This is an optimization exercise on Yosys and OpenROAD, whose aim is small area, not a production implementation. Only simulation tests tie the RTL to the original design; equivalence was not proved. The flow treats the clock pin as an ideal source, which a real chip does not have. No activity file was given, so power comes from the tool's default toggle rates.

==> trial 53: inputs <==
==> flow/design.v <==
`timescale 1ns / 1ps
module APB_top #(parameter
    size = 32,
    addr = 8
) (
    input                 clk_APB,
    input                 rst,
    input                 MIW,
    input                 MISEL,
    input  [size-1 : 0]   MIDATA,
    input  [addr-1 : 0]   MIADDR,
    output [size-1 : 0]   MODATA,
    output [size-1 : 0]   PRESCALAR
);
    reg ph_s, ph_a;
    reg [2:0] op;
    reg v1, v2, v3;
    reg [size-1:0] r0, r1, r2, r3, pwdat;
    wire hi = (MIADDR[addr-1:3] == 0);
    wire a0 = hi & (MIADDR[2:0] == 3'd0);
    wire we1 = ph_a & MIW & hi & (MIADDR[2:0] == 3'd1);
    wire we2 = ph_a & MIW & hi & (MIADDR[2:0] == 3'd2);
    wire we3 = ph_a & MIW & hi & (MIADDR[2:0] == 3'd3);
    wire rd_ok = !MIW & hi & (MIADDR[2:1] != 2'b11);
    wire [2:0] op_nxt = (rd_ok ? MIADDR[2:0] : {2'b11, MIW & a0}) ^ 3'b110;
    wire we0 = ph_a & (op == (3'd7 ^ 3'b110));
    always @(posedge clk_APB, negedge rst) begin
        if (!rst) begin
            ph_s <= 1'b0;
            ph_a <= 1'b0;
        end else begin
            ph_s <= MISEL & !ph_s;
            ph_a <= ph_s;
        end
    end
    always @(posedge clk_APB, negedge rst) begin
        if (!rst)
            op <= 3'd0;
        else if (ph_a)
            op <= op_nxt;
    end
    always @(posedge clk_APB, negedge rst) begin
        if (!rst) begin
            v1 <= 1'b0;
            v2 <= 1'b0;
            v3 <= 1'b0;
        end else begin
            v1 <= v1 | we1;
            v2 <= v2 | we2;
            v3 <= v3 | we3;
        end
    end
    always @(posedge clk_APB, negedge rst) begin
        if (!rst)
            r0 <= 'd0;
        else if (we0)
            r0 <= pwdat;
    end
    always @(posedge clk_APB) begin
        if (ph_a)
            pwdat <= MIDATA;
        if (we1)
            r1 <= MIDATA;
        if (we2)
            r2 <= MIDATA;
        if (we3)
            r3 <= MIDATA;
    end
    wire rd = ph_a & !MIW;
    wire s0 = rd & (op == (3'd0 ^ 3'b110));
    wire s1 = rd & (op == (3'd1 ^ 3'b110)) & v1;
    wire s2 = rd & (op == (3'd2 ^ 3'b110)) & v2;
    wire s3 = rd & (op == (3'd3 ^ 3'b110)) & v3;
    wire s4 = rd & (op == (3'd4 ^ 3'b110));
    wire s5 = rd & (op == (3'd5 ^ 3'b110));
    assign MODATA = ({size{s0}} & r0) | ({size{s1}} & r1) |
                    ({size{s2}} & r2) | ({size{s3}} & r3) |
                    ({size{s4}} & 32'hbababab4) | ({size{s5}} & 32'hcacacac5);
    assign PRESCALAR = r0;
endmodule
==> flow/flow/run.sh <==
#!/bin/bash
# The standard layout (standard.sh) with three changes that only affect cell choice:
#  * synthesis is the standard synthesis script, but ABC maps the combinational
#    logic with an area-oriented script (flow/area.abc) instead of abc_speed;
#    flip-flop mapping, flattening and renaming are unchanged;
#  * port buffers are buf_1 instead of the buffer buffer_ports picks by default;
#  * CTS uses clkbuf_4 and inserts no dummy loads; flow/post_cts.tcl then
#    sizes each leaf buffer for the slew at its flip-flops.
set -euo pipefail
W=$PWD
sed "s#source \$::env(SCRIPTS_DIR)/synth.tcl#source $W/my_synth.tcl#" synth_recipe.tcl > my_synth_recipe.tcl
grep -q "source $W/my_synth.tcl" my_synth_recipe.tcl
sed "s#log_cmd abc {\*}\$abc_args#log_cmd abc -script $W/flow/area.abc {*}[lrange \$abc_args 2 end]#" \
    "$FLOW_HOME/scripts/synth.tcl" > my_synth.tcl
grep -q "flow/area.abc" my_synth.tcl
sed "s#SYNTH_SCRIPT=[^ ]*synth_recipe.tcl#SYNTH_SCRIPT=$W/my_synth_recipe.tcl#" standard.sh > my_standard.sh
grep -q "my_synth_recipe.tcl" my_standard.sh
export BUFFER_PORTS_ARGS="-buffer_cell sky130_fd_sc_hd__buf_1"
export CTS_ARGS="-sink_clustering_enable -repair_clock_nets -dont_use_dummy_load -buf_list {sky130_fd_sc_hd__clkbuf_4}"
export POST_CTS_TCL=$W/flow/post_cts.tcl
bash my_standard.sh > standard.log 2>&1
==> flow/flow/area.abc <==
&get -n
&st
&dch -f
&nf -R 1000
&st
&syn2
&dch -f
&nf -R 1000
&put
==> flow/flow/post_cts.tcl <==
set target 0.110
if { [info exists ::env(CLK_SLEW_TARGET)] } { set target $::env(CLK_SLEW_TARGET) }
set sizes {sky130_fd_sc_hd__clkbuf_2 sky130_fd_sc_hd__clkbuf_4 sky130_fd_sc_hd__clkbuf_8 sky130_fd_sc_hd__clkbuf_16}

proc leaf_max_slew { inst } {
  set net [[$inst findITerm X] getNet]
  set m 0
  foreach it [$net getITerms] {
    if { [$it isOutputSignal] } { continue }
    set p [get_pins [[$it getInst] getName]/[[$it getMTerm] getName]]
    set s [get_property $p slew_max]
    if { $s > $m } { set m $s }
  }
  return $m
}

set block [ord::get_db_block]
set leaves {}
foreach inst [$block getInsts] {
  if { ![string match sky130_fd_sc_hd__clkbuf_* [[$inst getMaster] getName]] } { continue }
  set net [[$inst findITerm X] getNet]
  if { $net eq "NULL" } { continue }
  if { [$net getSigType] ne "CLOCK" } { continue }
  set leaf 1
  foreach it [$net getITerms] {
    if { [$it isOutputSignal] } { continue }
    if { [string match *clkbuf* [[[$it getInst] getMaster] getName]] } { set leaf 0 }
  }
  if { $leaf } { lappend leaves $inst }
}
estimate_parasitics -placement
foreach inst $leaves {
  foreach sz $sizes {
    replace_cell [$inst getName] $sz
    estimate_parasitics -placement
    if { [leaf_max_slew $inst] <= $target } { break }
  }
  puts "post_cts: [$inst getName] -> $sz, estimated slew [leaf_max_slew $inst]"
}
detailed_placement
check_placement -verbose
estimate_parasitics -placement
==> flow/standard.sh <==
#!/bin/bash
# synth_recipe.tcl (not shown) runs the flow's synth.tcl, then flattens the netlist and writes it again
# the make line also repeats each setting of config.mk as NAME=value (left out here)
make -C /OpenROAD-flow-scripts/flow DESIGN_CONFIG=/design/flow/config.mk WORK_HOME=/design/flow/orfs CLKGATE_MAP_FILE= SYNTH_SCRIPT=/design/flow/synth_recipe.tcl "${@:-finish}"
==> flow/config.mk <==
export PLATFORM = sky130hd
export DESIGN_NAME = APB_top
export DESIGN_NICKNAME = APB_top
export VERILOG_FILES = /design/flow/design.v
export SDC_FILE = /design/flow/constraint.sdc
export NUM_CORES = 4
export LEC_CHECK = 0
export CAP_MARGIN = 20
export CORE_MARGIN = 2
export CORE_UTILIZATION = 70
export PLACE_DENSITY = 0.8
export SLEW_MARGIN = 20
==> flow/constraint.sdc <==
create_clock -name core_clock -period 6.0 [get_ports {clk_APB}]
set_input_delay 1.2000 -clock core_clock [delete_from_list [all_inputs] [get_ports {clk_APB}]]
set_output_delay 1.2000 -clock core_clock [all_outputs]
set_load 0.01 [all_outputs]
==> inputs of trial 79, as changes to trial 53 <==
--- a/flow/flow/run.sh
+++ b/flow/flow/run.sh
@@ -6,5 +6,5 @@
 #  * port buffers are buf_1 instead of the buffer buffer_ports picks by default;
 #  * CTS uses clkbuf_4 and inserts no dummy loads; flow/post_cts.tcl then
-#    sizes each leaf buffer for the slew at its flip-flops.
+#    upsizes the leaf buffers with the most flip-flops to clkbuf_8.
 set -euo pipefail
 W=$PWD
@@ -19,3 +19,4 @@
 export CTS_ARGS="-sink_clustering_enable -repair_clock_nets -dont_use_dummy_load -buf_list {sky130_fd_sc_hd__clkbuf_4}"
 export POST_CTS_TCL=$W/flow/post_cts.tcl
+export CLK_LEAF_UPSIZE_FANOUT=11
 bash my_standard.sh > standard.log 2>&1
==> flow/flow/post_cts.tcl (replaced) <==
# After CTS: a leaf clock buffer (clkbuf_4) that drives many flip-flops is
# upsized to clkbuf_8, so that the flip-flop clock pins keep a sharp slew;
# the rest of the tree stays clkbuf_4. Then placement is legalised again.
set thr $::env(CLK_LEAF_UPSIZE_FANOUT)
set block [ord::get_db_block]
set n 0
foreach inst [$block getInsts] {
  if { [[$inst getMaster] getName] ne "sky130_fd_sc_hd__clkbuf_4" } { continue }
  set net [[$inst findITerm X] getNet]
  if { $net eq "NULL" } { continue }
  set loads [expr { [llength [$net getITerms]] - 1 }]
  if { $loads >= $thr } {
    replace_cell [$inst getName] sky130_fd_sc_hd__clkbuf_8
    incr n
  }
}
puts "post_cts: upsized $n clock buffers to clkbuf_8"
detailed_placement
check_placement -verbose
Settings changed: CORE_UTILIZATION 70 to 40, PLACE_DENSITY 0.8 to 0.6.
==> inputs of trial 42, as changes to trial 53 <==
==> flow/run.sh (new file) <==
#!/bin/bash
# synth_recipe.tcl (not shown) runs the flow's synth.tcl, then flattens the netlist and writes it again
# the make line also repeats each setting of config.mk as NAME=value (left out here)
make -C /OpenROAD-flow-scripts/flow DESIGN_CONFIG=/design/flow/config.mk WORK_HOME=/design/flow/orfs CLKGATE_MAP_FILE= SYNTH_SCRIPT=/design/flow/synth_recipe.tcl finish
Settings changed: CORE_UTILIZATION 70 to 40, PLACE_DENSITY 0.8 to 0.6.
removed: flow/flow/run.sh
removed: flow/flow/area.abc
removed: flow/flow/post_cts.tcl
removed: flow/standard.sh
==> summary.txt <==
Setup path
  • Crit Path Class: register to output pin

Placed design
  • Final RePlAce weighted congestion: about 0.7

Synthesis
  • Sequential area share after synthesis: 0.8082
  • Syn Nets: about 370
  • Yosys top cell area share: 0.6412

Route
  • DR vias: 3599

Power
  • Switching Share: 0.2134

Outcome
  • Status: complete, no violations
(the above is from trial 79)
==> summary.txt <==
Outcome
  • Status: complete, no violations

Synthesis
  • Sequential area share after synthesis: 0.8082
  • Yosys top cell area share: 0.6412
  • Syn Nets: ~370
  • Compound-Gate Fraction of Synth Area: 0.07911

Placed design
  • Final RePlAce weighted congestion: 0.7686

Setup path
  • Crit Path Class: register to output pin

Layout
  • Final Cell Area: between 0.006 and 0.007 mm^2
  • Non-clock buffer share: 0.07382

Global routing
  • GRT Util Overall: 0.2834

Route
  • DR vias: around 3700
(the above is from trial 53)
==> summary.txt <==
Layout
  • Clock buffers: 19
  • Seq_cells: 168

Route
  • Vias per cell: around 5.3
  • DR vias: around 4000

Setup path
  • Critical path peak fanout: 15

Synthesis
  • Yosys top cell area share: 0.5810
  • Sequential area share after synthesis: 0.7324
  • Multiplexer share of the synthesized area: 0.05447

Hold path
  • Worst min path class: register to register

Power
  • Combinational Power Share: 0.069

CTS
  • Clock Pin Slew Worst Setup and Hold Paths: roughly 0.060 ns

Placed design
  • Final RePlAce weighted congestion: between 0.7 and 0.8

Outcome
  • Status: complete, no violations
(the above is from trial 42)

==> afterwards: timing with drivers on the ports <==
How much do the figures lean on ideal ports? The routed layouts below were timed once more, with nothing changed but the port constraints.
Step 1 sets driving cells, clkbuf_16 on the clock port and buf_2 on the other inputs (assumed; they add their load-dependent delay and slew).
Step 2 also shifts input and output timing later by t, the mid clock arrival at the registers, as if the neighbouring blocks saw the same clock.
a / b / c = ideal / step 1 / step 2; a / b = the first two.
run	t, ns	slack for setup (ns)	slew at the worst register clock pin (ns)
trial 53	0.549	1.361 / 1.326 / 1.763	0.11 / 0.11
trial 79	0.459	1.612 / 1.578 / 1.943	0.10 / 0.10
trial 42	0.466	1.174 / 1.132 / 1.132	0.07 / 0.07
After both steps every run listed still meets setup and hold. The setup slack of trial 42, which loses most, moves by -0.042 ns with the drivers and by -0.042 ns with both steps.
